Background: an optimization exercise with open tools, aiming at small area and a short achievable clock period. Do not read the settings as production practice.
RTL that was checked went through simulation tests only; none was proved equivalent to the original.
No functional check of the RTL was part of run 1.
Power figures rest on the tool's default switching activity, not on a simulated workload.

`flow/run.sh`:
```
#!/bin/bash
set -euo pipefail
MARGIN=${MARGIN:-25}
bash standard.sh SETUP_SLACK_MARGIN=$MARGIN SETUP_MOVE_SEQUENCE=sizeup,swap SKIP_GATE_CLONING=1 \
  "BUFFER_PORTS_ARGS=-buffer_cell sky130_fd_sc_hd__buf_1" finish > make_finish.log 2>&1
```
`standard.sh`:
```
#!/bin/bash
# synth_recipe.tcl (not shown) runs the flow's synth.tcl, then flattens the netlist and writes it again
# the make line also repeats each setting of config.mk as NAME=value (left out here)
make -C /OpenROAD-flow-scripts/flow DESIGN_CONFIG=/design/flow/config.mk WORK_HOME=/design/flow/orfs CLKGATE_MAP_FILE= SYNTH_SCRIPT=/design/flow/synth_recipe.tcl "${@:-finish}"
```
`config.mk`:
```
export PLATFORM = sky130hd
export DESIGN_NAME = pipeline_sum
export DESIGN_NICKNAME = pipeline_sum
export VERILOG_FILES = /design/flow/design.v
export SDC_FILE = /design/flow/constraint.sdc
export NUM_CORES = 4
export LEC_CHECK = 0
export ABC_AREA = 1
export CAP_MARGIN = 20
export CORE_MARGIN = 2
export CORE_UTILIZATION = 55
export SLEW_MARGIN = 20
```
`constraint.sdc`:
```
create_clock -name core_clock -period 36.0 [get_ports {clk}]
set_input_delay 7.2000 -clock core_clock [delete_from_list [all_inputs] [get_ports {clk}]]
set_output_delay 7.2000 -clock core_clock [all_outputs]
set_load 0.01 [all_outputs]
```
`design.v`:
```
module pipeline_sum (
    input clk,
    input [15:0] a, b,
    output [31:0] r
);
  wire [0:0] s0_r15_t = a[15:15];
  wire s0_r15_hz = ~(|b[15:1]);
  wire [1:0] s0_r15_bo;
  assign s0_r15_bo[0] = 1'b0;
  assign s0_r15_bo[1] = (s0_r15_t[0] ^ b[0]) ? b[0] : s0_r15_bo[0];
  wire s0_r15_q = s0_r15_hz & ~s0_r15_bo[1];
  wire [0:0] s0_r15_d;
  assign s0_r15_d[0] = s0_r15_t[0] ^ (s0_r15_q & (b[0] ^ s0_r15_bo[0]));
  wire [15:0] s0_r15_ra = {s0_r15_d, a[14:0]};
  wire [1:0] s0_r14_t = s0_r15_ra[15:14];
  wire s0_r14_hz = ~(|b[15:2]);
  wire [2:0] s0_r14_bo;
  assign s0_r14_bo[0] = 1'b0;
  assign s0_r14_bo[1] = (s0_r14_t[0] ^ b[0]) ? b[0] : s0_r14_bo[0];
  assign s0_r14_bo[2] = (s0_r14_t[1] ^ b[1]) ? b[1] : s0_r14_bo[1];
  wire s0_r14_q = s0_r14_hz & ~s0_r14_bo[2];
  wire [1:0] s0_r14_d;
  assign s0_r14_d[0] = s0_r14_t[0] ^ (s0_r14_q & (b[0] ^ s0_r14_bo[0]));
  assign s0_r14_d[1] = s0_r14_t[1] ^ (s0_r14_q & (b[1] ^ s0_r14_bo[1]));
  wire [15:0] s0_r14_ra = {s0_r14_d, s0_r15_ra[13:0]};
  wire [2:0] s0_r13_t = s0_r14_ra[15:13];
  wire s0_r13_hz = ~(|b[15:3]);
  wire [3:0] s0_r13_bo;
  assign s0_r13_bo[0] = 1'b0;
  assign s0_r13_bo[1] = (s0_r13_t[0] ^ b[0]) ? b[0] : s0_r13_bo[0];
  assign s0_r13_bo[2] = (s0_r13_t[1] ^ b[1]) ? b[1] : s0_r13_bo[1];
  assign s0_r13_bo[3] = (s0_r13_t[2] ^ b[2]) ? b[2] : s0_r13_bo[2];
  wire s0_r13_q = s0_r13_hz & ~s0_r13_bo[3];
  wire [2:0] s0_r13_d;
  assign s0_r13_d[0] = s0_r13_t[0] ^ (s0_r13_q & (b[0] ^ s0_r13_bo[0]));
  assign s0_r13_d[1] = s0_r13_t[1] ^ (s0_r13_q & (b[1] ^ s0_r13_bo[1]));
  assign s0_r13_d[2] = s0_r13_t[2] ^ (s0_r13_q & (b[2] ^ s0_r13_bo[2]));
  wire [15:0] s0_r13_ra = {s0_r13_d, s0_r14_ra[12:0]};
  reg [15:0] ra_c1;
  reg [15:0] bb_c1;
  reg [2:0] ah_c1;
  reg q15_c1;
  reg q14_c1;
  reg q13_c1;
  always_ff @(posedge clk) begin
    ra_c1 <= s0_r13_ra;
    bb_c1 <= b;
    ah_c1 <= a[15:13];
    q15_c1 <= s0_r15_q;
    q14_c1 <= s0_r14_q;
    q13_c1 <= s0_r13_q;
  end
  wire [3:0] s1_r12_t = ra_c1[15:12];
  wire s1_r12_hz = ~(|bb_c1[15:4]);
  wire [4:0] s1_r12_bo;
  assign s1_r12_bo[0] = 1'b0;
  assign s1_r12_bo[1] = (s1_r12_t[0] ^ bb_c1[0]) ? bb_c1[0] : s1_r12_bo[0];
  assign s1_r12_bo[2] = (s1_r12_t[1] ^ bb_c1[1]) ? bb_c1[1] : s1_r12_bo[1];
  assign s1_r12_bo[3] = (s1_r12_t[2] ^ bb_c1[2]) ? bb_c1[2] : s1_r12_bo[2];
  assign s1_r12_bo[4] = (s1_r12_t[3] ^ bb_c1[3]) ? bb_c1[3] : s1_r12_bo[3];
  wire s1_r12_q = s1_r12_hz & ~s1_r12_bo[4];
  wire [3:0] s1_r12_d;
  assign s1_r12_d[0] = s1_r12_t[0] ^ (s1_r12_q & (bb_c1[0] ^ s1_r12_bo[0]));
  assign s1_r12_d[1] = s1_r12_t[1] ^ (s1_r12_q & (bb_c1[1] ^ s1_r12_bo[1]));
  assign s1_r12_d[2] = s1_r12_t[2] ^ (s1_r12_q & (bb_c1[2] ^ s1_r12_bo[2]));
  assign s1_r12_d[3] = s1_r12_t[3] ^ (s1_r12_q & (bb_c1[3] ^ s1_r12_bo[3]));
  wire [15:0] s1_r12_ra = {s1_r12_d, ra_c1[11:0]};
  wire [4:0] s1_r11_t = s1_r12_ra[15:11];
  wire s1_r11_hz = ~(|bb_c1[15:5]);
  wire [5:0] s1_r11_bo;
  assign s1_r11_bo[0] = 1'b0;
  assign s1_r11_bo[1] = (s1_r11_t[0] ^ bb_c1[0]) ? bb_c1[0] : s1_r11_bo[0];
  assign s1_r11_bo[2] = (s1_r11_t[1] ^ bb_c1[1]) ? bb_c1[1] : s1_r11_bo[1];
  assign s1_r11_bo[3] = (s1_r11_t[2] ^ bb_c1[2]) ? bb_c1[2] : s1_r11_bo[2];
  assign s1_r11_bo[4] = (s1_r11_t[3] ^ bb_c1[3]) ? bb_c1[3] : s1_r11_bo[3];
  assign s1_r11_bo[5] = (s1_r11_t[4] ^ bb_c1[4]) ? bb_c1[4] : s1_r11_bo[4];
  wire s1_r11_q = s1_r11_hz & ~s1_r11_bo[5];
  wire [4:0] s1_r11_d;
  assign s1_r11_d[0] = s1_r11_t[0] ^ (s1_r11_q & (bb_c1[0] ^ s1_r11_bo[0]));
  assign s1_r11_d[1] = s1_r11_t[1] ^ (s1_r11_q & (bb_c1[1] ^ s1_r11_bo[1]));
  assign s1_r11_d[2] = s1_r11_t[2] ^ (s1_r11_q & (bb_c1[2] ^ s1_r11_bo[2]));
  assign s1_r11_d[3] = s1_r11_t[3] ^ (s1_r11_q & (bb_c1[3] ^ s1_r11_bo[3]));
  assign s1_r11_d[4] = s1_r11_t[4] ^ (s1_r11_q & (bb_c1[4] ^ s1_r11_bo[4]));
  wire [15:0] s1_r11_ra = {s1_r11_d, s1_r12_ra[10:0]};
  wire [5:0] s1_r10_t = s1_r11_ra[15:10];
  wire s1_r10_hz = ~(|bb_c1[15:6]);
  wire [6:0] s1_r10_bo;
  assign s1_r10_bo[0] = 1'b0;
  assign s1_r10_bo[1] = (s1_r10_t[0] ^ bb_c1[0]) ? bb_c1[0] : s1_r10_bo[0];
  assign s1_r10_bo[2] = (s1_r10_t[1] ^ bb_c1[1]) ? bb_c1[1] : s1_r10_bo[1];
  assign s1_r10_bo[3] = (s1_r10_t[2] ^ bb_c1[2]) ? bb_c1[2] : s1_r10_bo[2];
  assign s1_r10_bo[4] = (s1_r10_t[3] ^ bb_c1[3]) ? bb_c1[3] : s1_r10_bo[3];
  assign s1_r10_bo[5] = (s1_r10_t[4] ^ bb_c1[4]) ? bb_c1[4] : s1_r10_bo[4];
  assign s1_r10_bo[6] = (s1_r10_t[5] ^ bb_c1[5]) ? bb_c1[5] : s1_r10_bo[5];
  wire s1_r10_q = s1_r10_hz & ~s1_r10_bo[6];
  wire [5:0] s1_r10_d;
  assign s1_r10_d[0] = s1_r10_t[0] ^ (s1_r10_q & (bb_c1[0] ^ s1_r10_bo[0]));
  assign s1_r10_d[1] = s1_r10_t[1] ^ (s1_r10_q & (bb_c1[1] ^ s1_r10_bo[1]));
  assign s1_r10_d[2] = s1_r10_t[2] ^ (s1_r10_q & (bb_c1[2] ^ s1_r10_bo[2]));
  assign s1_r10_d[3] = s1_r10_t[3] ^ (s1_r10_q & (bb_c1[3] ^ s1_r10_bo[3]));
  assign s1_r10_d[4] = s1_r10_t[4] ^ (s1_r10_q & (bb_c1[4] ^ s1_r10_bo[4]));
  assign s1_r10_d[5] = s1_r10_t[5] ^ (s1_r10_q & (bb_c1[5] ^ s1_r10_bo[5]));
  wire [15:0] s1_r10_ra = {s1_r10_d, s1_r11_ra[9:0]};
  wire [6:0] s1_r9_t = s1_r10_ra[15:9];
  wire s1_r9_hz = ~(|bb_c1[15:7]);
  wire [7:0] s1_r9_bo;
  assign s1_r9_bo[0] = 1'b0;
  assign s1_r9_bo[1] = (s1_r9_t[0] ^ bb_c1[0]) ? bb_c1[0] : s1_r9_bo[0];
  assign s1_r9_bo[2] = (s1_r9_t[1] ^ bb_c1[1]) ? bb_c1[1] : s1_r9_bo[1];
  assign s1_r9_bo[3] = (s1_r9_t[2] ^ bb_c1[2]) ? bb_c1[2] : s1_r9_bo[2];
  assign s1_r9_bo[4] = (s1_r9_t[3] ^ bb_c1[3]) ? bb_c1[3] : s1_r9_bo[3];
  assign s1_r9_bo[5] = (s1_r9_t[4] ^ bb_c1[4]) ? bb_c1[4] : s1_r9_bo[4];
  assign s1_r9_bo[6] = (s1_r9_t[5] ^ bb_c1[5]) ? bb_c1[5] : s1_r9_bo[5];
  assign s1_r9_bo[7] = (s1_r9_t[6] ^ bb_c1[6]) ? bb_c1[6] : s1_r9_bo[6];
  wire s1_r9_q = s1_r9_hz & ~s1_r9_bo[7];
  wire [6:0] s1_r9_d;
  assign s1_r9_d[0] = s1_r9_t[0] ^ (s1_r9_q & (bb_c1[0] ^ s1_r9_bo[0]));
  assign s1_r9_d[1] = s1_r9_t[1] ^ (s1_r9_q & (bb_c1[1] ^ s1_r9_bo[1]));
  assign s1_r9_d[2] = s1_r9_t[2] ^ (s1_r9_q & (bb_c1[2] ^ s1_r9_bo[2]));
  assign s1_r9_d[3] = s1_r9_t[3] ^ (s1_r9_q & (bb_c1[3] ^ s1_r9_bo[3]));
  assign s1_r9_d[4] = s1_r9_t[4] ^ (s1_r9_q & (bb_c1[4] ^ s1_r9_bo[4]));
  assign s1_r9_d[5] = s1_r9_t[5] ^ (s1_r9_q & (bb_c1[5] ^ s1_r9_bo[5]));
  assign s1_r9_d[6] = s1_r9_t[6] ^ (s1_r9_q & (bb_c1[6] ^ s1_r9_bo[6]));
  wire [15:0] s1_r9_ra = {s1_r9_d, s1_r10_ra[8:0]};
  wire [7:0] s1_r8_t = s1_r9_ra[15:8];
  wire s1_r8_hz = ~(|bb_c1[15:8]);
  wire [8:0] s1_r8_bo;
  assign s1_r8_bo[0] = 1'b0;
  assign s1_r8_bo[1] = (s1_r8_t[0] ^ bb_c1[0]) ? bb_c1[0] : s1_r8_bo[0];
  assign s1_r8_bo[2] = (s1_r8_t[1] ^ bb_c1[1]) ? bb_c1[1] : s1_r8_bo[1];
  assign s1_r8_bo[3] = (s1_r8_t[2] ^ bb_c1[2]) ? bb_c1[2] : s1_r8_bo[2];
  assign s1_r8_bo[4] = (s1_r8_t[3] ^ bb_c1[3]) ? bb_c1[3] : s1_r8_bo[3];
  assign s1_r8_bo[5] = (s1_r8_t[4] ^ bb_c1[4]) ? bb_c1[4] : s1_r8_bo[4];
  assign s1_r8_bo[6] = (s1_r8_t[5] ^ bb_c1[5]) ? bb_c1[5] : s1_r8_bo[5];
  assign s1_r8_bo[7] = (s1_r8_t[6] ^ bb_c1[6]) ? bb_c1[6] : s1_r8_bo[6];
  assign s1_r8_bo[8] = (s1_r8_t[7] ^ bb_c1[7]) ? bb_c1[7] : s1_r8_bo[7];
  wire s1_r8_q = s1_r8_hz & ~s1_r8_bo[8];
  wire [7:0] s1_r8_d;
  assign s1_r8_d[0] = s1_r8_t[0] ^ (s1_r8_q & (bb_c1[0] ^ s1_r8_bo[0]));
  assign s1_r8_d[1] = s1_r8_t[1] ^ (s1_r8_q & (bb_c1[1] ^ s1_r8_bo[1]));
  assign s1_r8_d[2] = s1_r8_t[2] ^ (s1_r8_q & (bb_c1[2] ^ s1_r8_bo[2]));
  assign s1_r8_d[3] = s1_r8_t[3] ^ (s1_r8_q & (bb_c1[3] ^ s1_r8_bo[3]));
  assign s1_r8_d[4] = s1_r8_t[4] ^ (s1_r8_q & (bb_c1[4] ^ s1_r8_bo[4]));
  assign s1_r8_d[5] = s1_r8_t[5] ^ (s1_r8_q & (bb_c1[5] ^ s1_r8_bo[5]));
  assign s1_r8_d[6] = s1_r8_t[6] ^ (s1_r8_q & (bb_c1[6] ^ s1_r8_bo[6]));
  assign s1_r8_d[7] = s1_r8_t[7] ^ (s1_r8_q & (bb_c1[7] ^ s1_r8_bo[7]));
  wire [15:0] s1_r8_ra = {s1_r8_d, s1_r9_ra[7:0]};
  wire [8:0] s1_r7_t = s1_r8_ra[15:7];
  wire s1_r7_hz = ~(|bb_c1[15:9]);
  wire [9:0] s1_r7_bo;
  assign s1_r7_bo[0] = 1'b0;
  assign s1_r7_bo[1] = (s1_r7_t[0] ^ bb_c1[0]) ? bb_c1[0] : s1_r7_bo[0];
  assign s1_r7_bo[2] = (s1_r7_t[1] ^ bb_c1[1]) ? bb_c1[1] : s1_r7_bo[1];
  assign s1_r7_bo[3] = (s1_r7_t[2] ^ bb_c1[2]) ? bb_c1[2] : s1_r7_bo[2];
  assign s1_r7_bo[4] = (s1_r7_t[3] ^ bb_c1[3]) ? bb_c1[3] : s1_r7_bo[3];
  assign s1_r7_bo[5] = (s1_r7_t[4] ^ bb_c1[4]) ? bb_c1[4] : s1_r7_bo[4];
  assign s1_r7_bo[6] = (s1_r7_t[5] ^ bb_c1[5]) ? bb_c1[5] : s1_r7_bo[5];
  assign s1_r7_bo[7] = (s1_r7_t[6] ^ bb_c1[6]) ? bb_c1[6] : s1_r7_bo[6];
  assign s1_r7_bo[8] = (s1_r7_t[7] ^ bb_c1[7]) ? bb_c1[7] : s1_r7_bo[7];
  assign s1_r7_bo[9] = (s1_r7_t[8] ^ bb_c1[8]) ? bb_c1[8] : s1_r7_bo[8];
  wire s1_r7_q = s1_r7_hz & ~s1_r7_bo[9];
  wire [8:0] s1_r7_d;
  assign s1_r7_d[0] = s1_r7_t[0] ^ (s1_r7_q & (bb_c1[0] ^ s1_r7_bo[0]));
  assign s1_r7_d[1] = s1_r7_t[1] ^ (s1_r7_q & (bb_c1[1] ^ s1_r7_bo[1]));
  assign s1_r7_d[2] = s1_r7_t[2] ^ (s1_r7_q & (bb_c1[2] ^ s1_r7_bo[2]));
  assign s1_r7_d[3] = s1_r7_t[3] ^ (s1_r7_q & (bb_c1[3] ^ s1_r7_bo[3]));
  assign s1_r7_d[4] = s1_r7_t[4] ^ (s1_r7_q & (bb_c1[4] ^ s1_r7_bo[4]));
  assign s1_r7_d[5] = s1_r7_t[5] ^ (s1_r7_q & (bb_c1[5] ^ s1_r7_bo[5]));
  assign s1_r7_d[6] = s1_r7_t[6] ^ (s1_r7_q & (bb_c1[6] ^ s1_r7_bo[6]));
  assign s1_r7_d[7] = s1_r7_t[7] ^ (s1_r7_q & (bb_c1[7] ^ s1_r7_bo[7]));
  assign s1_r7_d[8] = s1_r7_t[8] ^ (s1_r7_q & (bb_c1[8] ^ s1_r7_bo[8]));
  wire [15:0] s1_r7_ra = {s1_r7_d, s1_r8_ra[6:0]};
  wire [9:0] s1_r6_t = s1_r7_ra[15:6];
  wire s1_r6_hz = ~(|bb_c1[15:10]);
  wire [10:0] s1_r6_bo;
  assign s1_r6_bo[0] = 1'b0;
  assign s1_r6_bo[1] = (s1_r6_t[0] ^ bb_c1[0]) ? bb_c1[0] : s1_r6_bo[0];
  assign s1_r6_bo[2] = (s1_r6_t[1] ^ bb_c1[1]) ? bb_c1[1] : s1_r6_bo[1];
  assign s1_r6_bo[3] = (s1_r6_t[2] ^ bb_c1[2]) ? bb_c1[2] : s1_r6_bo[2];
  assign s1_r6_bo[4] = (s1_r6_t[3] ^ bb_c1[3]) ? bb_c1[3] : s1_r6_bo[3];
  assign s1_r6_bo[5] = (s1_r6_t[4] ^ bb_c1[4]) ? bb_c1[4] : s1_r6_bo[4];
  assign s1_r6_bo[6] = (s1_r6_t[5] ^ bb_c1[5]) ? bb_c1[5] : s1_r6_bo[5];
  assign s1_r6_bo[7] = (s1_r6_t[6] ^ bb_c1[6]) ? bb_c1[6] : s1_r6_bo[6];
  assign s1_r6_bo[8] = (s1_r6_t[7] ^ bb_c1[7]) ? bb_c1[7] : s1_r6_bo[7];
  assign s1_r6_bo[9] = (s1_r6_t[8] ^ bb_c1[8]) ? bb_c1[8] : s1_r6_bo[8];
  assign s1_r6_bo[10] = (s1_r6_t[9] ^ bb_c1[9]) ? bb_c1[9] : s1_r6_bo[9];
  wire s1_r6_q = s1_r6_hz & ~s1_r6_bo[10];
  wire [9:0] s1_r6_d;
  assign s1_r6_d[0] = s1_r6_t[0] ^ (s1_r6_q & (bb_c1[0] ^ s1_r6_bo[0]));
  assign s1_r6_d[1] = s1_r6_t[1] ^ (s1_r6_q & (bb_c1[1] ^ s1_r6_bo[1]));
  assign s1_r6_d[2] = s1_r6_t[2] ^ (s1_r6_q & (bb_c1[2] ^ s1_r6_bo[2]));
  assign s1_r6_d[3] = s1_r6_t[3] ^ (s1_r6_q & (bb_c1[3] ^ s1_r6_bo[3]));
  assign s1_r6_d[4] = s1_r6_t[4] ^ (s1_r6_q & (bb_c1[4] ^ s1_r6_bo[4]));
  assign s1_r6_d[5] = s1_r6_t[5] ^ (s1_r6_q & (bb_c1[5] ^ s1_r6_bo[5]));
  assign s1_r6_d[6] = s1_r6_t[6] ^ (s1_r6_q & (bb_c1[6] ^ s1_r6_bo[6]));
  assign s1_r6_d[7] = s1_r6_t[7] ^ (s1_r6_q & (bb_c1[7] ^ s1_r6_bo[7]));
  assign s1_r6_d[8] = s1_r6_t[8] ^ (s1_r6_q & (bb_c1[8] ^ s1_r6_bo[8]));
  assign s1_r6_d[9] = s1_r6_t[9] ^ (s1_r6_q & (bb_c1[9] ^ s1_r6_bo[9]));
  wire [15:0] s1_r6_ra = {s1_r6_d, s1_r7_ra[5:0]};
  wire [10:0] s1_r5_t = s1_r6_ra[15:5];
  wire s1_r5_hz = ~(|bb_c1[15:11]);
  wire [11:0] s1_r5_bo;
  assign s1_r5_bo[0] = 1'b0;
  assign s1_r5_bo[1] = (s1_r5_t[0] ^ bb_c1[0]) ? bb_c1[0] : s1_r5_bo[0];
  assign s1_r5_bo[2] = (s1_r5_t[1] ^ bb_c1[1]) ? bb_c1[1] : s1_r5_bo[1];
  assign s1_r5_bo[3] = (s1_r5_t[2] ^ bb_c1[2]) ? bb_c1[2] : s1_r5_bo[2];
  assign s1_r5_bo[4] = (s1_r5_t[3] ^ bb_c1[3]) ? bb_c1[3] : s1_r5_bo[3];
  assign s1_r5_bo[5] = (s1_r5_t[4] ^ bb_c1[4]) ? bb_c1[4] : s1_r5_bo[4];
  assign s1_r5_bo[6] = (s1_r5_t[5] ^ bb_c1[5]) ? bb_c1[5] : s1_r5_bo[5];
  assign s1_r5_bo[7] = (s1_r5_t[6] ^ bb_c1[6]) ? bb_c1[6] : s1_r5_bo[6];
  assign s1_r5_bo[8] = (s1_r5_t[7] ^ bb_c1[7]) ? bb_c1[7] : s1_r5_bo[7];
  assign s1_r5_bo[9] = (s1_r5_t[8] ^ bb_c1[8]) ? bb_c1[8] : s1_r5_bo[8];
  assign s1_r5_bo[10] = (s1_r5_t[9] ^ bb_c1[9]) ? bb_c1[9] : s1_r5_bo[9];
  assign s1_r5_bo[11] = (s1_r5_t[10] ^ bb_c1[10]) ? bb_c1[10] : s1_r5_bo[10];
  wire s1_r5_q = s1_r5_hz & ~s1_r5_bo[11];
  wire [10:0] s1_r5_d;
  assign s1_r5_d[0] = s1_r5_t[0] ^ (s1_r5_q & (bb_c1[0] ^ s1_r5_bo[0]));
  assign s1_r5_d[1] = s1_r5_t[1] ^ (s1_r5_q & (bb_c1[1] ^ s1_r5_bo[1]));
  assign s1_r5_d[2] = s1_r5_t[2] ^ (s1_r5_q & (bb_c1[2] ^ s1_r5_bo[2]));
  assign s1_r5_d[3] = s1_r5_t[3] ^ (s1_r5_q & (bb_c1[3] ^ s1_r5_bo[3]));
  assign s1_r5_d[4] = s1_r5_t[4] ^ (s1_r5_q & (bb_c1[4] ^ s1_r5_bo[4]));
  assign s1_r5_d[5] = s1_r5_t[5] ^ (s1_r5_q & (bb_c1[5] ^ s1_r5_bo[5]));
  assign s1_r5_d[6] = s1_r5_t[6] ^ (s1_r5_q & (bb_c1[6] ^ s1_r5_bo[6]));
  assign s1_r5_d[7] = s1_r5_t[7] ^ (s1_r5_q & (bb_c1[7] ^ s1_r5_bo[7]));
  assign s1_r5_d[8] = s1_r5_t[8] ^ (s1_r5_q & (bb_c1[8] ^ s1_r5_bo[8]));
  assign s1_r5_d[9] = s1_r5_t[9] ^ (s1_r5_q & (bb_c1[9] ^ s1_r5_bo[9]));
  assign s1_r5_d[10] = s1_r5_t[10] ^ (s1_r5_q & (bb_c1[10] ^ s1_r5_bo[10]));
  wire [15:0] s1_r5_ra = {s1_r5_d, s1_r6_ra[4:0]};
  reg [15:0] ra_c2;
  reg [15:0] bb_c2;
  reg [10:0] ah_c2;
  reg q15_c2;
  reg q14_c2;
  reg q13_c2;
  reg q12_c2;
  reg q11_c2;
  reg q10_c2;
  reg q9_c2;
  reg q8_c2;
  reg q7_c2;
  reg q6_c2;
  reg q5_c2;
  always_ff @(posedge clk) begin
    ra_c2 <= s1_r5_ra;
    bb_c2 <= bb_c1;
    ah_c2 <= {ah_c1, ra_c1[12:5]};
    q15_c2 <= q15_c1;
    q14_c2 <= q14_c1;
    q13_c2 <= q13_c1;
    q12_c2 <= s1_r12_q;
    q11_c2 <= s1_r11_q;
    q10_c2 <= s1_r10_q;
    q9_c2 <= s1_r9_q;
    q8_c2 <= s1_r8_q;
    q7_c2 <= s1_r7_q;
    q6_c2 <= s1_r6_q;
    q5_c2 <= s1_r5_q;
  end
  wire [15:0] xa = {ah_c2, ra_c2[4:0]};
  wire [15:0] sh = (bb_c2[15:4] == 12'd0) ? (xa << bb_c2[3:0]) : 16'd0;
  wire [17:0] xs = {2'b0, xa | bb_c2} + {2'b0, xa ^ bb_c2} + {2'b0, sh};
  wire [17:0] ym2 = xs + {1'b0, 1'b0, q15_c2, q14_c2, q13_c2, q12_c2, q11_c2, q10_c2, q9_c2, q8_c2, q7_c2, q6_c2, q5_c2, 1'b0, 1'b0, 1'b0, 1'b0, 1'b0};
  wire [11:0] s2_r4_t = ra_c2[15:4];
  wire s2_r4_hz = ~(|bb_c2[15:12]);
  wire [12:0] s2_r4_bo;
  assign s2_r4_bo[0] = 1'b0;
  assign s2_r4_bo[1] = (s2_r4_t[0] ^ bb_c2[0]) ? bb_c2[0] : s2_r4_bo[0];
  assign s2_r4_bo[2] = (s2_r4_t[1] ^ bb_c2[1]) ? bb_c2[1] : s2_r4_bo[1];
  assign s2_r4_bo[3] = (s2_r4_t[2] ^ bb_c2[2]) ? bb_c2[2] : s2_r4_bo[2];
  assign s2_r4_bo[4] = (s2_r4_t[3] ^ bb_c2[3]) ? bb_c2[3] : s2_r4_bo[3];
  assign s2_r4_bo[5] = (s2_r4_t[4] ^ bb_c2[4]) ? bb_c2[4] : s2_r4_bo[4];
  assign s2_r4_bo[6] = (s2_r4_t[5] ^ bb_c2[5]) ? bb_c2[5] : s2_r4_bo[5];
  assign s2_r4_bo[7] = (s2_r4_t[6] ^ bb_c2[6]) ? bb_c2[6] : s2_r4_bo[6];
  assign s2_r4_bo[8] = (s2_r4_t[7] ^ bb_c2[7]) ? bb_c2[7] : s2_r4_bo[7];
  assign s2_r4_bo[9] = (s2_r4_t[8] ^ bb_c2[8]) ? bb_c2[8] : s2_r4_bo[8];
  assign s2_r4_bo[10] = (s2_r4_t[9] ^ bb_c2[9]) ? bb_c2[9] : s2_r4_bo[9];
  assign s2_r4_bo[11] = (s2_r4_t[10] ^ bb_c2[10]) ? bb_c2[10] : s2_r4_bo[10];
  assign s2_r4_bo[12] = (s2_r4_t[11] ^ bb_c2[11]) ? bb_c2[11] : s2_r4_bo[11];
  wire s2_r4_q = s2_r4_hz & ~s2_r4_bo[12];
  wire [11:0] s2_r4_d;
  assign s2_r4_d[0] = s2_r4_t[0] ^ (s2_r4_q & (bb_c2[0] ^ s2_r4_bo[0]));
  assign s2_r4_d[1] = s2_r4_t[1] ^ (s2_r4_q & (bb_c2[1] ^ s2_r4_bo[1]));
  assign s2_r4_d[2] = s2_r4_t[2] ^ (s2_r4_q & (bb_c2[2] ^ s2_r4_bo[2]));
  assign s2_r4_d[3] = s2_r4_t[3] ^ (s2_r4_q & (bb_c2[3] ^ s2_r4_bo[3]));
  assign s2_r4_d[4] = s2_r4_t[4] ^ (s2_r4_q & (bb_c2[4] ^ s2_r4_bo[4]));
  assign s2_r4_d[5] = s2_r4_t[5] ^ (s2_r4_q & (bb_c2[5] ^ s2_r4_bo[5]));
  assign s2_r4_d[6] = s2_r4_t[6] ^ (s2_r4_q & (bb_c2[6] ^ s2_r4_bo[6]));
  assign s2_r4_d[7] = s2_r4_t[7] ^ (s2_r4_q & (bb_c2[7] ^ s2_r4_bo[7]));
  assign s2_r4_d[8] = s2_r4_t[8] ^ (s2_r4_q & (bb_c2[8] ^ s2_r4_bo[8]));
  assign s2_r4_d[9] = s2_r4_t[9] ^ (s2_r4_q & (bb_c2[9] ^ s2_r4_bo[9]));
  assign s2_r4_d[10] = s2_r4_t[10] ^ (s2_r4_q & (bb_c2[10] ^ s2_r4_bo[10]));
  assign s2_r4_d[11] = s2_r4_t[11] ^ (s2_r4_q & (bb_c2[11] ^ s2_r4_bo[11]));
  wire [15:0] s2_r4_ra = {s2_r4_d, ra_c2[3:0]};
  wire [12:0] s2_r3_t = s2_r4_ra[15:3];
  wire s2_r3_hz = ~(|bb_c2[15:13]);
  wire [13:0] s2_r3_bo;
  assign s2_r3_bo[0] = 1'b0;
  assign s2_r3_bo[1] = (s2_r3_t[0] ^ bb_c2[0]) ? bb_c2[0] : s2_r3_bo[0];
  assign s2_r3_bo[2] = (s2_r3_t[1] ^ bb_c2[1]) ? bb_c2[1] : s2_r3_bo[1];
  assign s2_r3_bo[3] = (s2_r3_t[2] ^ bb_c2[2]) ? bb_c2[2] : s2_r3_bo[2];
  assign s2_r3_bo[4] = (s2_r3_t[3] ^ bb_c2[3]) ? bb_c2[3] : s2_r3_bo[3];
  assign s2_r3_bo[5] = (s2_r3_t[4] ^ bb_c2[4]) ? bb_c2[4] : s2_r3_bo[4];
  assign s2_r3_bo[6] = (s2_r3_t[5] ^ bb_c2[5]) ? bb_c2[5] : s2_r3_bo[5];
  assign s2_r3_bo[7] = (s2_r3_t[6] ^ bb_c2[6]) ? bb_c2[6] : s2_r3_bo[6];
  assign s2_r3_bo[8] = (s2_r3_t[7] ^ bb_c2[7]) ? bb_c2[7] : s2_r3_bo[7];
  assign s2_r3_bo[9] = (s2_r3_t[8] ^ bb_c2[8]) ? bb_c2[8] : s2_r3_bo[8];
  assign s2_r3_bo[10] = (s2_r3_t[9] ^ bb_c2[9]) ? bb_c2[9] : s2_r3_bo[9];
  assign s2_r3_bo[11] = (s2_r3_t[10] ^ bb_c2[10]) ? bb_c2[10] : s2_r3_bo[10];
  assign s2_r3_bo[12] = (s2_r3_t[11] ^ bb_c2[11]) ? bb_c2[11] : s2_r3_bo[11];
  assign s2_r3_bo[13] = (s2_r3_t[12] ^ bb_c2[12]) ? bb_c2[12] : s2_r3_bo[12];
  wire s2_r3_q = s2_r3_hz & ~s2_r3_bo[13];
  wire [12:0] s2_r3_d;
  assign s2_r3_d[0] = s2_r3_t[0] ^ (s2_r3_q & (bb_c2[0] ^ s2_r3_bo[0]));
  assign s2_r3_d[1] = s2_r3_t[1] ^ (s2_r3_q & (bb_c2[1] ^ s2_r3_bo[1]));
  assign s2_r3_d[2] = s2_r3_t[2] ^ (s2_r3_q & (bb_c2[2] ^ s2_r3_bo[2]));
  assign s2_r3_d[3] = s2_r3_t[3] ^ (s2_r3_q & (bb_c2[3] ^ s2_r3_bo[3]));
  assign s2_r3_d[4] = s2_r3_t[4] ^ (s2_r3_q & (bb_c2[4] ^ s2_r3_bo[4]));
  assign s2_r3_d[5] = s2_r3_t[5] ^ (s2_r3_q & (bb_c2[5] ^ s2_r3_bo[5]));
  assign s2_r3_d[6] = s2_r3_t[6] ^ (s2_r3_q & (bb_c2[6] ^ s2_r3_bo[6]));
  assign s2_r3_d[7] = s2_r3_t[7] ^ (s2_r3_q & (bb_c2[7] ^ s2_r3_bo[7]));
  assign s2_r3_d[8] = s2_r3_t[8] ^ (s2_r3_q & (bb_c2[8] ^ s2_r3_bo[8]));
  assign s2_r3_d[9] = s2_r3_t[9] ^ (s2_r3_q & (bb_c2[9] ^ s2_r3_bo[9]));
  assign s2_r3_d[10] = s2_r3_t[10] ^ (s2_r3_q & (bb_c2[10] ^ s2_r3_bo[10]));
  assign s2_r3_d[11] = s2_r3_t[11] ^ (s2_r3_q & (bb_c2[11] ^ s2_r3_bo[11]));
  assign s2_r3_d[12] = s2_r3_t[12] ^ (s2_r3_q & (bb_c2[12] ^ s2_r3_bo[12]));
  wire [15:0] s2_r3_ra = {s2_r3_d, s2_r4_ra[2:0]};
  wire [13:0] s2_r2_t = s2_r3_ra[15:2];
  wire s2_r2_hz = ~(|bb_c2[15:14]);
  wire [14:0] s2_r2_bo;
  assign s2_r2_bo[0] = 1'b0;
  assign s2_r2_bo[1] = (s2_r2_t[0] ^ bb_c2[0]) ? bb_c2[0] : s2_r2_bo[0];
  assign s2_r2_bo[2] = (s2_r2_t[1] ^ bb_c2[1]) ? bb_c2[1] : s2_r2_bo[1];
  assign s2_r2_bo[3] = (s2_r2_t[2] ^ bb_c2[2]) ? bb_c2[2] : s2_r2_bo[2];
  assign s2_r2_bo[4] = (s2_r2_t[3] ^ bb_c2[3]) ? bb_c2[3] : s2_r2_bo[3];
  assign s2_r2_bo[5] = (s2_r2_t[4] ^ bb_c2[4]) ? bb_c2[4] : s2_r2_bo[4];
  assign s2_r2_bo[6] = (s2_r2_t[5] ^ bb_c2[5]) ? bb_c2[5] : s2_r2_bo[5];
  assign s2_r2_bo[7] = (s2_r2_t[6] ^ bb_c2[6]) ? bb_c2[6] : s2_r2_bo[6];
  assign s2_r2_bo[8] = (s2_r2_t[7] ^ bb_c2[7]) ? bb_c2[7] : s2_r2_bo[7];
  assign s2_r2_bo[9] = (s2_r2_t[8] ^ bb_c2[8]) ? bb_c2[8] : s2_r2_bo[8];
  assign s2_r2_bo[10] = (s2_r2_t[9] ^ bb_c2[9]) ? bb_c2[9] : s2_r2_bo[9];
  assign s2_r2_bo[11] = (s2_r2_t[10] ^ bb_c2[10]) ? bb_c2[10] : s2_r2_bo[10];
  assign s2_r2_bo[12] = (s2_r2_t[11] ^ bb_c2[11]) ? bb_c2[11] : s2_r2_bo[11];
  assign s2_r2_bo[13] = (s2_r2_t[12] ^ bb_c2[12]) ? bb_c2[12] : s2_r2_bo[12];
  assign s2_r2_bo[14] = (s2_r2_t[13] ^ bb_c2[13]) ? bb_c2[13] : s2_r2_bo[13];
  wire s2_r2_q = s2_r2_hz & ~s2_r2_bo[14];
  wire [13:0] s2_r2_d;
  assign s2_r2_d[0] = s2_r2_t[0] ^ (s2_r2_q & (bb_c2[0] ^ s2_r2_bo[0]));
  assign s2_r2_d[1] = s2_r2_t[1] ^ (s2_r2_q & (bb_c2[1] ^ s2_r2_bo[1]));
  assign s2_r2_d[2] = s2_r2_t[2] ^ (s2_r2_q & (bb_c2[2] ^ s2_r2_bo[2]));
  assign s2_r2_d[3] = s2_r2_t[3] ^ (s2_r2_q & (bb_c2[3] ^ s2_r2_bo[3]));
  assign s2_r2_d[4] = s2_r2_t[4] ^ (s2_r2_q & (bb_c2[4] ^ s2_r2_bo[4]));
  assign s2_r2_d[5] = s2_r2_t[5] ^ (s2_r2_q & (bb_c2[5] ^ s2_r2_bo[5]));
  assign s2_r2_d[6] = s2_r2_t[6] ^ (s2_r2_q & (bb_c2[6] ^ s2_r2_bo[6]));
  assign s2_r2_d[7] = s2_r2_t[7] ^ (s2_r2_q & (bb_c2[7] ^ s2_r2_bo[7]));
  assign s2_r2_d[8] = s2_r2_t[8] ^ (s2_r2_q & (bb_c2[8] ^ s2_r2_bo[8]));
  assign s2_r2_d[9] = s2_r2_t[9] ^ (s2_r2_q & (bb_c2[9] ^ s2_r2_bo[9]));
  assign s2_r2_d[10] = s2_r2_t[10] ^ (s2_r2_q & (bb_c2[10] ^ s2_r2_bo[10]));
  assign s2_r2_d[11] = s2_r2_t[11] ^ (s2_r2_q & (bb_c2[11] ^ s2_r2_bo[11]));
  assign s2_r2_d[12] = s2_r2_t[12] ^ (s2_r2_q & (bb_c2[12] ^ s2_r2_bo[12]));
  assign s2_r2_d[13] = s2_r2_t[13] ^ (s2_r2_q & (bb_c2[13] ^ s2_r2_bo[13]));
  wire [15:0] s2_r2_ra = {s2_r2_d, s2_r3_ra[1:0]};
  wire [15:0] s2_x4_t = s2_r2_ra;
  wire [17:0] s2_x4_b1 = {2'b0, bb_c2};
  wire [17:0] s2_x4_b2 = {1'b0, bb_c2, 1'b0};
  wire [17:0] s2_x4_b3 = s2_x4_b1 + s2_x4_b2;
  wire [16:0] s2_x4_c1;
  assign s2_x4_c1[0] = 1'b0;
  assign s2_x4_c1[1] = (s2_x4_t[0] ^ s2_x4_b1[0]) ? s2_x4_b1[0] : s2_x4_c1[0];
  assign s2_x4_c1[2] = (s2_x4_t[1] ^ s2_x4_b1[1]) ? s2_x4_b1[1] : s2_x4_c1[1];
  assign s2_x4_c1[3] = (s2_x4_t[2] ^ s2_x4_b1[2]) ? s2_x4_b1[2] : s2_x4_c1[2];
  assign s2_x4_c1[4] = (s2_x4_t[3] ^ s2_x4_b1[3]) ? s2_x4_b1[3] : s2_x4_c1[3];
  assign s2_x4_c1[5] = (s2_x4_t[4] ^ s2_x4_b1[4]) ? s2_x4_b1[4] : s2_x4_c1[4];
  assign s2_x4_c1[6] = (s2_x4_t[5] ^ s2_x4_b1[5]) ? s2_x4_b1[5] : s2_x4_c1[5];
  assign s2_x4_c1[7] = (s2_x4_t[6] ^ s2_x4_b1[6]) ? s2_x4_b1[6] : s2_x4_c1[6];
  assign s2_x4_c1[8] = (s2_x4_t[7] ^ s2_x4_b1[7]) ? s2_x4_b1[7] : s2_x4_c1[7];
  assign s2_x4_c1[9] = (s2_x4_t[8] ^ s2_x4_b1[8]) ? s2_x4_b1[8] : s2_x4_c1[8];
  assign s2_x4_c1[10] = (s2_x4_t[9] ^ s2_x4_b1[9]) ? s2_x4_b1[9] : s2_x4_c1[9];
  assign s2_x4_c1[11] = (s2_x4_t[10] ^ s2_x4_b1[10]) ? s2_x4_b1[10] : s2_x4_c1[10];
  assign s2_x4_c1[12] = (s2_x4_t[11] ^ s2_x4_b1[11]) ? s2_x4_b1[11] : s2_x4_c1[11];
  assign s2_x4_c1[13] = (s2_x4_t[12] ^ s2_x4_b1[12]) ? s2_x4_b1[12] : s2_x4_c1[12];
  assign s2_x4_c1[14] = (s2_x4_t[13] ^ s2_x4_b1[13]) ? s2_x4_b1[13] : s2_x4_c1[13];
  assign s2_x4_c1[15] = (s2_x4_t[14] ^ s2_x4_b1[14]) ? s2_x4_b1[14] : s2_x4_c1[14];
  assign s2_x4_c1[16] = (s2_x4_t[15] ^ s2_x4_b1[15]) ? s2_x4_b1[15] : s2_x4_c1[15];
  wire s2_x4_ge1 = ~(|s2_x4_b1[17:16]) & ~s2_x4_c1[16];
  wire [16:0] s2_x4_c2;
  assign s2_x4_c2[0] = 1'b0;
  assign s2_x4_c2[1] = (s2_x4_t[0] ^ s2_x4_b2[0]) ? s2_x4_b2[0] : s2_x4_c2[0];
  assign s2_x4_c2[2] = (s2_x4_t[1] ^ s2_x4_b2[1]) ? s2_x4_b2[1] : s2_x4_c2[1];
  assign s2_x4_c2[3] = (s2_x4_t[2] ^ s2_x4_b2[2]) ? s2_x4_b2[2] : s2_x4_c2[2];
  assign s2_x4_c2[4] = (s2_x4_t[3] ^ s2_x4_b2[3]) ? s2_x4_b2[3] : s2_x4_c2[3];
  assign s2_x4_c2[5] = (s2_x4_t[4] ^ s2_x4_b2[4]) ? s2_x4_b2[4] : s2_x4_c2[4];
  assign s2_x4_c2[6] = (s2_x4_t[5] ^ s2_x4_b2[5]) ? s2_x4_b2[5] : s2_x4_c2[5];
  assign s2_x4_c2[7] = (s2_x4_t[6] ^ s2_x4_b2[6]) ? s2_x4_b2[6] : s2_x4_c2[6];
  assign s2_x4_c2[8] = (s2_x4_t[7] ^ s2_x4_b2[7]) ? s2_x4_b2[7] : s2_x4_c2[7];
  assign s2_x4_c2[9] = (s2_x4_t[8] ^ s2_x4_b2[8]) ? s2_x4_b2[8] : s2_x4_c2[8];
  assign s2_x4_c2[10] = (s2_x4_t[9] ^ s2_x4_b2[9]) ? s2_x4_b2[9] : s2_x4_c2[9];
  assign s2_x4_c2[11] = (s2_x4_t[10] ^ s2_x4_b2[10]) ? s2_x4_b2[10] : s2_x4_c2[10];
  assign s2_x4_c2[12] = (s2_x4_t[11] ^ s2_x4_b2[11]) ? s2_x4_b2[11] : s2_x4_c2[11];
  assign s2_x4_c2[13] = (s2_x4_t[12] ^ s2_x4_b2[12]) ? s2_x4_b2[12] : s2_x4_c2[12];
  assign s2_x4_c2[14] = (s2_x4_t[13] ^ s2_x4_b2[13]) ? s2_x4_b2[13] : s2_x4_c2[13];
  assign s2_x4_c2[15] = (s2_x4_t[14] ^ s2_x4_b2[14]) ? s2_x4_b2[14] : s2_x4_c2[14];
  assign s2_x4_c2[16] = (s2_x4_t[15] ^ s2_x4_b2[15]) ? s2_x4_b2[15] : s2_x4_c2[15];
  wire s2_x4_ge2 = ~(|s2_x4_b2[17:16]) & ~s2_x4_c2[16];
  wire [16:0] s2_x4_c3;
  assign s2_x4_c3[0] = 1'b0;
  assign s2_x4_c3[1] = (s2_x4_t[0] ^ s2_x4_b3[0]) ? s2_x4_b3[0] : s2_x4_c3[0];
  assign s2_x4_c3[2] = (s2_x4_t[1] ^ s2_x4_b3[1]) ? s2_x4_b3[1] : s2_x4_c3[1];
  assign s2_x4_c3[3] = (s2_x4_t[2] ^ s2_x4_b3[2]) ? s2_x4_b3[2] : s2_x4_c3[2];
  assign s2_x4_c3[4] = (s2_x4_t[3] ^ s2_x4_b3[3]) ? s2_x4_b3[3] : s2_x4_c3[3];
  assign s2_x4_c3[5] = (s2_x4_t[4] ^ s2_x4_b3[4]) ? s2_x4_b3[4] : s2_x4_c3[4];
  assign s2_x4_c3[6] = (s2_x4_t[5] ^ s2_x4_b3[5]) ? s2_x4_b3[5] : s2_x4_c3[5];
  assign s2_x4_c3[7] = (s2_x4_t[6] ^ s2_x4_b3[6]) ? s2_x4_b3[6] : s2_x4_c3[6];
  assign s2_x4_c3[8] = (s2_x4_t[7] ^ s2_x4_b3[7]) ? s2_x4_b3[7] : s2_x4_c3[7];
  assign s2_x4_c3[9] = (s2_x4_t[8] ^ s2_x4_b3[8]) ? s2_x4_b3[8] : s2_x4_c3[8];
  assign s2_x4_c3[10] = (s2_x4_t[9] ^ s2_x4_b3[9]) ? s2_x4_b3[9] : s2_x4_c3[9];
  assign s2_x4_c3[11] = (s2_x4_t[10] ^ s2_x4_b3[10]) ? s2_x4_b3[10] : s2_x4_c3[10];
  assign s2_x4_c3[12] = (s2_x4_t[11] ^ s2_x4_b3[11]) ? s2_x4_b3[11] : s2_x4_c3[11];
  assign s2_x4_c3[13] = (s2_x4_t[12] ^ s2_x4_b3[12]) ? s2_x4_b3[12] : s2_x4_c3[12];
  assign s2_x4_c3[14] = (s2_x4_t[13] ^ s2_x4_b3[13]) ? s2_x4_b3[13] : s2_x4_c3[13];
  assign s2_x4_c3[15] = (s2_x4_t[14] ^ s2_x4_b3[14]) ? s2_x4_b3[14] : s2_x4_c3[14];
  assign s2_x4_c3[16] = (s2_x4_t[15] ^ s2_x4_b3[15]) ? s2_x4_b3[15] : s2_x4_c3[15];
  wire s2_x4_ge3 = ~(|s2_x4_b3[17:16]) & ~s2_x4_c3[16];
  wire s2_x4_q1 = s2_x4_ge2;
  wire s2_x4_q0 = s2_x4_q1 ? s2_x4_ge3 : s2_x4_ge1;
  wire [8:0] ml = {1'b0, ym2[7:0]} + {1'b0, 1'b0, 1'b0, 1'b0, s2_r4_q, s2_r3_q, s2_r2_q, 1'b0, 1'b0};
  wire lc1 = ml[0] & s2_x4_q0;
  wire lc2 = (ml[1] & s2_x4_q1) | ((ml[1] | s2_x4_q1) & lc1);
  wire [8:0] lo7;
  assign lo7[0] = ml[0] ^ s2_x4_q0;
  assign lo7[1] = ml[1] ^ s2_x4_q1 ^ lc1;
  assign lo7[2] = ml[2] ^ (lc2 & (1'b1));
  assign lo7[3] = ml[3] ^ (lc2 & (&ml[2:2]));
  assign lo7[4] = ml[4] ^ (lc2 & (&ml[3:2]));
  assign lo7[5] = ml[5] ^ (lc2 & (&ml[4:2]));
  assign lo7[6] = ml[6] ^ (lc2 & (&ml[5:2]));
  assign lo7[7] = ml[7] ^ (lc2 & (&ml[6:2]));
  assign lo7[8] = ml[8] ^ (lc2 & (&ml[7:2]));
  wire [9:0] h0 = ym2[17:8];
  reg [8:0] lo_c3;
  reg [9:0] hi_c3;
  always_ff @(posedge clk) begin
    lo_c3 <= lo7;
    hi_c3 <= h0;
  end
  wire [9:0] hs = hi_c3 + {9'd0, lo_c3[8]};
  assign r = {14'd0, hs, lo_c3[7:0]};
endmodule
```
==> results of run 1 <==
[registers in the layout, indices dropped and copies added, names as in the netlist, 3 cells and up]
name,count
hi_c3,10
ah_c1,3
lo_c3,9
ra_c1,16
ah_c2,11
bb_c1,16
bb_c2,16
ra_c2,16
[stage by stage]
step	util	power (W)
after CTS	0.583	0.000435
after detailed placement	0.567	0.000325
final	0.595	0.000435
after global placement	0.567	0.000323
after floorplan	-	0.000294
after global routing	0.595	0.000470
[metal layers]
metal / vias up / GRT usage / wire, um
li1: 5363 / - / -
met1: 4613 / 0.322 / 12700
met2: 116 / 0.452 / 13400
met3: 38 / 0.0302 / 777
met4: 2 / 0.0863 / 723
met5: - / 0 / 12
[worst max-delay path, delay by kind of cell, from the launching register on]
kind                       cells  cell delay, ns
AOI/OAI and AO/OA             12            1.84
xor gates and xnor gates       2            0.46
adders and majority gates      3            0.58
buffers and inverters          8            0.69
DFF                            1            0.33
and+or+nand+nor               76            5.95
[synthesized netlist by cell type (all sizes together) (7+ instances only)]
cell type,number,share of area
or2,16,0.0088
nand3,169,0.089
a21oi,52,0.024
inv,275,0.089
clkbuf,18,0.0092
clkinv,14,0.0049
nor3,11,0.0051
o21bai,7,0.0048
nand2,525,0.19
nand4,24,0.013
o21ai,66,0.029
xnor2,16,0.012
nand3b,11,0.0071
buf,37,0.026
o22ai,17,0.0091
fa,30,0.051
ha,68,0.073
nor2,90,0.033
xor2,111,0.092
dfxtp,111,0.19
[cells by family after synthesis]
kind of cell,synth area share
compound gates,0.0824
buf+inv,0.129
mux,0.00429
fa+ha+maj,0.126
flops,0.190
xor+xnor,0.115
simple gates,0.353
other cells,0.000321
[layout make-up]
class | instances | area share
Multi-Input combinational cell | 1268 | 0.657
Tap cell | 275 | 0.0276
Clock buffer | 9 | 0.0181
Clock inverter | 7 | 0.00823
Sequential cell | 111 | 0.179
Inverter | 289 | 0.0907
Timing Repair Buffer | 55 | 0.0194
[cell usage in the layout (no fill, tap or decap), drive strengths merged, types with 11 or more instances in the layout]
master  count
nand2     525
inv       280
nand3     169
dfxtp     111
xor2      111
nor2       90
ha         68
o21ai      66
buf        55
a21oi      52
fa         30
nand4      24
o22ai      17
xnor2      16
clkinv     16
or2        16
conb       14
nand3b     11
nor3       11
[repair_timing]
action,4_1_cts,5_1_grt
endpoints found under the setup margin,0,9
hold endpoints to repair,0,0
resized for setup,0,68
[power groups by stage]
stage          combinational, W  sequential, W  clock, W
4_1_cts                0.000174       0.000149  0.000111
6_report               0.000177       0.000149  0.000109
3_3_place_gp           0.000172       0.000152         0
2_1_floorplan          0.000147       0.000147         0
3_5_place_dp           0.000174       0.000152         0
5_1_grt                0.000202       0.000151  0.000117
[path summary, 6_finish.rpt]
check	from	end	slack (ns)	depth (start not counted)
max	bb_c2[0]	lo_c3[8]	26.02	101
min	ra_c1[4]	ra_c2[4]	0.33	0
max reg2reg	bb_c2[0]	lo_c3[8]	26.02	101
min reg2reg	ra_c1[4]	ra_c2[4]	0.33	0
==> notes.md, run 1 <==
GP Congestion 0.903; worst rel slew slack 0.495; Hold Slack 0.333 ns; area growth from synthesis to layout 6.71%; worst vdd ir 0.0223 mV; worst hold path class reg -> reg; first-pass GRT wire length 45500 um; Initial Util 0.557; Reg area 2230 um2; outcome complete, no violations; final setup fails 0; Slowest cell on crit path xor2_1; unrepaired setup endpoints after global routing no; DIE WIDTH 150 um; FF+latch count, synth 111; maxcap violations 0; dpl cells 1998; Final ANT Viol Nets 0; largest net degree at the start of global routing 34; die footprint 22400 um2; synthesized area 11700 um2; CTS Hold Bufs 0; vias in the first global route 9459; Final Hold Fails 0; Int Pwr 0.000256 W; GR Overflow Total 0; PortBufs 50; part of the power in registers 0.342; TritonCTS Buffers 9; WL final 27600 um; CP arrival 10.25 ns; n_diodes 0; Crit Path Class reg -> reg; Post-synth EDFFs 0; CP max FO 33; post-synthesis sequential area ratio 0.190; TNS Setup 0 ns; Slew Limit Fails 0; clk sinks 111; Worst setup EP type flop; Layout Skew 0.0135 ns; clock share of power 0.250; Cell variety after synth 68; cell mode on critical path nand2_2; root buf cell clkbuf_16; nets@finish 1865; HPWL after DPL 22700 um; height of the die 150 um; ys flop type dfxtp_1; CTS clk-pin slew, worst paths 0.09 ns; fin area 12500 um2; Syn. warnings 1; Routed WL per cell 13.7 um; DP Area 11900 um2; Max stage delay on crit path 0.36 ns; IO Pins 65; Total Routing Usage GR 0.255; clk latency of the worst-skew pair 0.37 ns; clk buf depth 2; P_sw 0.000178 W; layout cells sized above 1 0.143; initial antenna violation count 1; CTS tree done; router iterations before antenna repair 5; Fmax 0.100 GHz; Critical Path RT 36.27 ns; DRT iter0 DRCs 403; worst setup margin 26.02 ns; CTS H-tree lvls 3; Final Cycle Share 0.277; Min Clock Period, post-route 9.98 ns; critical path startpoint category flop; area of the multi-input gates 8190 um2; Sw Share 0.410; Post-Syn Area per Cell 6.83 um2; core area 21000 um2; Placement Setup Slack 25.28 ns; number of fill cells 2074; Async S/R FF share, synth 0; vias per inst 5.03; DRC 0; routed via count 10100; Syn Inst Count 1710; combinational fraction of design power 0.408; PD cells 34.9 nW/um2; Layout Cells excl Fill 2014; measured slew at the worst slew-check pin 0.755 ns; number of core rows 53; LEAKAGE 6.34 nW; post-CTS setup buffers 0
==> run 2, diff against run 1 <==
--- a/design.v
+++ b/design.v
@@ -424,6 +424,6 @@
   wire s2_x4_q0 = s2_x4_q1 ? s2_x4_ge3 : s2_x4_ge1;
-  wire [8:0] ml = {1'b0, ym2[7:0]} + {1'b0, 1'b0, 1'b0, 1'b0, s2_r4_q, s2_r3_q, s2_r2_q, 1'b0, 1'b0};
+  wire [6:0] ml = {1'b0, ym2[5:0]} + {1'b0, 1'b0, s2_r4_q, s2_r3_q, s2_r2_q, 1'b0, 1'b0};
   wire lc1 = ml[0] & s2_x4_q0;
   wire lc2 = (ml[1] & s2_x4_q1) | ((ml[1] | s2_x4_q1) & lc1);
-  wire [8:0] lo7;
+  wire [6:0] lo7;
   assign lo7[0] = ml[0] ^ s2_x4_q0;
@@ -435,7 +435,5 @@
   assign lo7[6] = ml[6] ^ (lc2 & (&ml[5:2]));
-  assign lo7[7] = ml[7] ^ (lc2 & (&ml[6:2]));
-  assign lo7[8] = ml[8] ^ (lc2 & (&ml[7:2]));
-  wire [9:0] h0 = ym2[17:8];
-  reg [8:0] lo_c3;
-  reg [9:0] hi_c3;
+  wire [11:0] h0 = ym2[17:6];
+  reg [6:0] lo_c3;
+  reg [11:0] hi_c3;
   always_ff @(posedge clk) begin
@@ -444,4 +442,4 @@
   end
-  wire [9:0] hs = hi_c3 + {9'd0, lo_c3[8]};
-  assign r = {14'd0, hs, lo_c3[7:0]};
+  wire [11:0] hs = hi_c3 + {11'd0, lo_c3[6]};
+  assign r = {14'd0, hs, lo_c3[5:0]};
 endmodule
--- a/flow/run.sh
+++ b/flow/run.sh
@@ -2,3 +2,3 @@
 set -euo pipefail
-MARGIN=${MARGIN:-25}
+MARGIN=25
 bash standard.sh SETUP_SLACK_MARGIN=$MARGIN SETUP_MOVE_SEQUENCE=sizeup,swap SKIP_GATE_CLONING=1 \
==> run 2 against run 1 <==
Net effect:
- maximum frequency barely moved
- wire length rose by 1.5%
- utilization fell by 0.48 points
- final area fell by 0.80%
- critical endpoint is now ra_c1[14]
==> notes.md, run 2 <==
root buf cell clkbuf_16; metal2 WL 13700 um (+2.0%); HPWL after DPL 22800 um (+0.70%); Synth Area in Compound Gates 0.0818 (-0.000567); worst setup margin 26.01 ns (-0.00820 ns); router iterations before antenna repair 5 (unchanged); routed via count 10200 (+0.37%); Syn Inst Count 1712 (+0.12%); CP arrival 10.24 ns (about the same); CP max FO 3 (-91%); Async S/R FF share, synth 0 (unchanged); number of fill cells 2115 (+2.0%); FF+latch count, synth 111 (unchanged); layout cells sized above 1 0.145 (+0.00181); met1 wire length 12800 um (+0.50%); height of the die 150 um (+0.14%); post-CTS setup buffers 0 (unchanged); post-synthesis xor/xnor area fraction 0.114 (-0.00173); Slowest cell on crit path nor3_1; CTS H-tree lvls 3 (unchanged); area of the multi-input gates 8140 um2 (-0.58%); ys flop type dfxtp_1; Resize count post-CTS 0 (unchanged); nets@finish 1864 (-0.054%); worst hold path class reg -> reg; Synth top area share 0.190 (-0.000569); Layout Skew 0.0122 ns (-0.00131 ns); Final ANT Viol Nets 0 (unchanged); number of core rows 53 (unchanged); DIE WIDTH 150 um (+0.14%); Synth area leader dfxtp_1; crit-path cells buf_1 > nor3_1 > nand4_1 > nor2_1 > nand2_1 > o21ai_0 > inv_1 > nor2_1 > nor2_1 > nand2_1 > nand2_1 > a21oi_1 > inv_1 > or2_2 > a21boi_0 > nand3b_1 > xor2_1; fin area 12400 um2 (-0.80%); die footprint 22500 um2 (+0.29%); WL final 28100 um (+1.5%); GP Congestion 0.924 (+2.3%); LEAKAGE 6.29 nW (-0.87%); Cell variety after synth 63 (-7.4%); Fmax 0.100 GHz (about the same); post-synthesis sequential area ratio 0.190 (-0.000569); Syn. warnings 1 (unchanged); Placement Setup Slack 25.36 ns (+0.0830 ns); area fraction in and, or, nand and nor cells after synthesis 0.355 (+0.00290); area growth from synthesis to layout 5.53%; Max stage delay on crit path 0.57 ns (+0.21 ns); maxcap violations 0 (unchanged); Min Clock Period, post-route 9.99 ns (+0.00820 ns); measured slew at the worst slew-check pin 0.789 ns (+0.0338 ns); synthesized area 11700 um2 (+0.30%); n_diodes 0 (unchanged); vias in the first global route 9224 (-2.5%); initial antenna violation count 0 (-1); Post-synth EDFFs 0 (unchanged); Crit Path Class in -> reg; IO Pins 65 (unchanged); Finished Core Util 0.590 (-0.00478); top post-synthesis cells by count nand2_1 (432), inv_1 (241), nand3_1 (140); final setup fails 0 (unchanged); clk latency of the worst-skew pair 0.36 ns (about the same); Top Metal Used met4; vias per inst 5.05 (+0.42%); PD cells 34.4 nW/um2 (-1.3%); worst rel slew slack 0.473 (-0.0214); clk buf depth 2 (unchanged); main combinational cell family by area after synthesis simple AND/OR/NAND/NOR gates; core area 21000 um2 (unchanged); Slew Limit Fails 0 (unchanged); unrepaired setup endpoints after global routing no; Routed WL per cell 13.9 um (+1.6%); Hold Slack 0.330 ns (-0.00316 ns); Post-Synth Adder-Cell Area 0.126 (-0.000484); Worst setup EP type flop; Critical Path RT 36.25 ns (-0.02 ns); synth top area cells dfxtp_1 (19%), nand2_1 (14%), inv_1 (7.7%), ha_1 (7.3%), xor2_1 (7.3%); PortBufs 50 (unchanged); metal3 WL 869 um (+12%); TritonCTS Buffers 9 (unchanged); clk sinks 111 (unchanged); worst vdd ir 0.0241 mV (+7.7%); Reg area 2230 um2 (+0.11%); first-pass GRT wire length 45100 um (-0.93%); most common cell after layout, fill and taps aside nand2_1; most frequent cells in the layout nand2_1 (421), inv_1 (239), nand3_1 (136); CTS Hold Bufs 0 (unchanged); largest net degree at the start of global routing 32 (-5.9%); Final Cycle Share 0.278 (about the same); DP Area 11900 um2 (-0.14%); critical path startpoint category input port; outcome complete, no violations; Final Hold Fails 0 (unchanged); DRC 0 (unchanged); CTS clk-pin slew, worst paths 0.08 ns (about the same); most common cell in the synthesized netlist nand2_1; Total Routing Usage GR 0.254 (-0.00140); DRT iter0 DRCs 462 (+15%); TNS Setup 0 ns (unchanged); post-synthesis mux area share 0.00171 (-0.00258); Initial Util 0.559 (+0.00167); Post-Syn Area per Cell 6.84 um2 (+0.18%); CTS tree done; GR Overflow Total 0 (unchanged)
-- run 2: power breakdown --
| group | internal (W) | switching, W |
|---|---|---|
| clock | 0.0000495 | 0.0000514 |
| sequential | 0.000138 | 0.0000133 |
| combinational | 0.0000649 | 0.000109 |
| total | 0.000252 | 0.000173 |
-- run 2: kinds of logic (layout without fill, tap and decap cells) --
kind of cell               count (synthesis)  in the layout
other                                      1             14
xor gates and xnor gates                 132            132
AOI/OAI and AO/OA                        168            168
and+or+nand+nor                          854            854
buffers and inverters                    344            357
muxes                                      2              2
adders and majority gates                100            100
DFF                                      111            111
-- run 2: final cells by class --
class | count | share of cell area
repair buffers | 52 | 0.0174
flip-flops and latches | 111 | 0.180
clock buffers | 10 | 0.0185
well taps | 275 | 0.0278
inverters | 289 | 0.0912
clock inverters | 6 | 0.00587
multi-input cells | 1270 | 0.659
-- run 2: worst max-delay path: cells and delay by family --
| kind | cells | cell delay [ns] |
|---|---|---|
| buf+inv | 3 | 0.21 |
| xor+xnor | 1 | 0.16 |
| compound gates | 3 | 0.58 |
| simple gates | 10 | 2.08 |
-- run 2: path summary, 6_finish.rpt --
check              endpoint  startpoint  slack (ns)  cells after the start
setup / recovery  ra_c1[14]        b[4]       26.01                     17
hold / removal       q13_c2      q13_c1        0.33                      0
setup reg to reg   lo_c3[5]    bb_c2[2]       26.03                     91
hold reg to reg      q13_c2      q13_c1        0.33                      0
-- run 2: metrics by stage --
stage | instances | power [W]
after floorplan | 1725 | 0.000293
after global placement | 1997 | 0.000323
after detailed placement | 1997 | 0.000325
after CTS | 2013 | 0.000426
after global routing | 2013 | 0.000458
final | 2013 | 0.000426
-- run 2: layer usage --
layer | track usage | vias to the layer above
met5 | 0 | -
met4 | 0.0769 | 0
met3 | 0.0256 | 41
met2 | 0.451 | 165
met1 | 0.325 | 4597
li1 | - | 5366
==> run 3, diff against run 2 <==
==> flow/run.sh (replaced) <==
#!/bin/bash
set -euo pipefail
MARGIN=25.5
PLAT="$FLOW_HOME/platforms/sky130hd/config.mk"
BASE=$(sed -n '/^export DONT_USE_CELLS += /,/^#/p' "$PLAT" | grep -o 'sky130_fd_sc_hd__[a-z0-9_]*' | tr '\n' ' ')
EXTRA=""
for c in maj3_1 maj3_2 maj3_4 fa_1 fa_2 fa_4 fah_1 fahcin_1 fahcon_1 ha_1 ha_2 ha_4; do
  EXTRA="$EXTRA sky130_fd_sc_hd__$c"
done
bash standard.sh SETUP_SLACK_MARGIN=$MARGIN SETUP_MOVE_SEQUENCE=sizeup,swap SKIP_GATE_CLONING=1 \
  "BUFFER_PORTS_ARGS=-buffer_cell sky130_fd_sc_hd__buf_1" \
  "DONT_USE_CELLS=$BASE$EXTRA" finish > make_finish.log 2>&1
==> run 3 against run 2 <==
Net effect:
- still clean
- setup slack improved by 0.20 ns
- power fell by 3.2%
- first-iteration DRC count rose by 27%
- via count up 11%
- sequential share of layout area increased by 0.44 points
- largest cell class unchanged
==> notes.md, run 3 <==
GP Congestion 0.927 (+0.38%); Fmax 0.102 GHz (+2.0%); worst r2r src bb_c1[7]; LEAKAGE 6.38 nW (+1.5%); clk latency of the worst-skew pair 0.37 ns (about the same); Async S/R FF share, synth 0 (unchanged); area growth from synthesis to layout 7.57%; Resize count post-CTS 0 (unchanged); worst hold path class reg -> reg; top post-synthesis cells by count nand2_1 (586), inv_1 (281), nand3_1 (179); ys flop type dfxtp_1; post-synthesis sequential area ratio 0.196 (+0.00615); CTS H-tree lvls 3 (unchanged); outcome complete, no violations; part of the power in registers 0.361 (+0.006); maxcap violations 0 (unchanged); GR Overflow Total 0 (unchanged); vias per inst 5.12 (+1.3%); CTS tree done; Final Cycle Share 0.272 (-0.00558); TNS Setup 0 ns (unchanged); CP max FO 3 (unchanged); Final Hold Fails 0 (unchanged); first-pass GRT wire length 48600 um (+7.8%); height of the die 148 um (-1.5%); Post-synth EDFFs 0 (unchanged); die footprint 21800 um2 (-3.1%); Routed WL per cell 13.4 um (-3.6%); most common cell in the synthesized netlist nand2_1; combinational fraction of design power 0.368 (-0.039); P_sw 0.000166 W (-4.0%); Min Clock Period, post-route 9.79 ns (-0.201 ns); Synth area leader dfxtp_1; Tot Pwr 0.000412 W (-3.2%); Syn Inst Count 1915 (+12%); min-delay src ra_c1[3]; core area 20200 um2 (-3.4%); Final ANT Viol Nets 0 (unchanged); Critical Path RT 28.80 ns (-7.45 ns); Finished Core Util 0.603 (+0.0132); n_diodes 0 (unchanged); CP arrival 2.59 ns (-7.65 ns); Total Routing Usage GR 0.275 (+0.0207); CTS clk-pin slew, worst paths 0.08 ns (about the same); root buf cell clkbuf_16; WL final 29600 um (+5.6%); IO Pins 65 (unchanged); clock share of power 0.271 (+0.034); most common cell after layout, fill and taps aside nand2_1; layout cells sized above 1 0.114 (-0.0308); Cell variety after synth 58 (-7.9%); fin area 12200 um2 (-1.3%); final setup fails 0 (unchanged); Syn. warnings 1 (unchanged); DRC 0 (unchanged); most frequent cells in the layout nand2_1 (579), inv_1 (280), nand3_1 (169); synthesized area 11300 um2 (-3.1%); Sw Share 0.403 (-0.00337); synth top area cells dfxtp_1 (20%), nand2_1 (19%), xor2_1 (9.5%), inv_1 (9.3%), nand3_1 (7.9%); crit path from lo_c3[6]; Hold Slack 0.330 ns (+0.000919 ns); Initial Util 0.561 (+0.00173); Synth top area share 0.196 (+0.00615); initial antenna violation count 0 (unchanged); DP Area 11600 um2 (-2.4%); Crit Path Class reg -> out; worst rel slew slack 0.260 (-0.213); FF+latch count, synth 111 (unchanged); DRT iter0 DRCs 588 (+27%); post-CTS setup buffers 0 (unchanged); Worst setup EP type output pin; Layout Skew 0.0164 ns (+0.00419 ns); unrepaired setup endpoints after global routing no; routed via count 11300 (+11%); r2r worst-path depth 86 (-5.5%); Worst Hold Depth 0 (unchanged); clk sinks 111 (unchanged); nets@finish 1964 (+5.4%); clk buf depth 2 (unchanged); vias in the first global route 10200 (+10%); measured slew at the worst slew-check pin 1.10 ns (+0.311 ns); CTS Hold Bufs 0 (unchanged); Slew Limit Fails 0 (unchanged); HPWL after DPL 23500 um (+2.9%); DIE WIDTH 148 um (-1.5%); TritonCTS Buffers 9 (unchanged); critical path startpoint category flop; Post-Syn Area per Cell 5.92 um2 (-13%); PortBufs 50 (unchanged); Int Pwr 0.000246 W (-2.6%); router iterations before antenna repair 6 (+1); PD cells 33.8 nW/um2 (-1.9%); largest net degree at the start of global routing 31 (-3.1%); worst vdd ir 0.0232 mV (-3.7%); number of core rows 52 (-1.9%)
[run 3: changes by cell type after synthesis, moves of 10 or more]
cell      before  now
xor2_1        97  123
nand2_1      432  586
nand2_4       16    4
clkbuf_1       6   20
nand2_2       80   61
o21ai_0       74   64
ha_1          68    0
fa_1          30    0
nor2_1        73  163
nand3_1      140  179
a21oi_1       44   27
inv_1        241  281
[run 3: cells by family after synthesis]
logic type / count (synthesis) / share of synthesized area
flip-flops: 111 / 0.196
AND/OR/NAND/NOR: 1094 / 0.434
buffers and inverters: 379 / 0.139
other: 1 / 0.000331
multiplexers: 2 / 0.00176
XOR/XNOR: 160 / 0.138
AO/OA/AOI/OAI: 168 / 0.0903
[run 3: metal layers]
layer / wire (um) / part of all wire / global-route usage
met1: 13000 / 0.44 / 0.334
met2: 14100 / 0.48 / 0.485
met3: 1480 / 0.050 / 0.0448
met4: 1110 / 0.037 / 0.109
met5: 0 / 0 / 0
[run 3: layout make-up]
type | count | area (um2)
Clock buffer | 9 | 225
Clock inverter | 7 | 108
Fill cell | 2071 | 8030
Inverter | 316 | 1240
Multi-Input combinational cell | 1438 | 7800
Sequential cell | 111 | 2250
Tap cell | 270 | 338
Timing Repair Buffer | 55 | 229
[run 3: through the flow]
step	worst slack (ns)	instances
detailed placement	26.02	2190
floorplan	26.92	1928
finish	26.21	2206
CTS	25.97	2206
global placement	26.15	2190
global route	25.47	2206
[run 3: final timing paths]
check                    to  slack [ns]
hold / removal     ra_c2[3]        0.33
setup / recovery      r[17]       26.21
setup reg to reg  ra_c2[14]       26.47
hold reg to reg    ra_c2[3]        0.33
[run 3: power groups by stage]
stage / Combinational (W) / Sequential [W] / Clock (W)
floorplan: 0.000127 / 0.000144 / 0
global placement: 0.000147 / 0.000151 / 0
detailed placement: 0.000148 / 0.000151 / 0
CTS: 0.000149 / 0.000148 / 0.000114
global route: 0.000173 / 0.000151 / 0.000118
finish: 0.000152 / 0.000149 / 0.000112
[run 3: critical path: stages, from the launching register on]
cell	delay, ns
dfxtp_1	0.38
nand2_1	0.09
nor2_1	0.18
nand2_1	0.11
inv_1	0.10
nand2_1	0.06
nor2_1	0.17
inv_1	0.06
nor2_1	0.16
inv_1	0.06
nor2_1	0.15
and2_1	0.21
nand2_1	0.10
nor2_1	0.12
xor2_1	0.14
buf_1	0.16

==> re-timing with driven ports <==
No port has a modelled driver above. Below, the same layouts with a new extraction and two added sets of constraints. Step 1, drivers: a clkbuf_16 drives clk and a buf_2 each remaining input, both assumed. Step 2 times the ports against the registers' clock, not the clock port: input delays grow and output delays shrink by t, the midpoint of the rising clock arrivals with the driver on. Slacks: no drivers / after step 1 / after step 2; pairs: no drivers / after step 1.
run	shift t [ns]	setup WS [ns]
run 1	0.409	26.018 / 26.018 / 26.018
run 2	0.400	26.010 / 26.033 / 25.636
run 3	0.412	26.210 / 26.161 / 26.250
After both steps setup and hold are still met in every run listed.
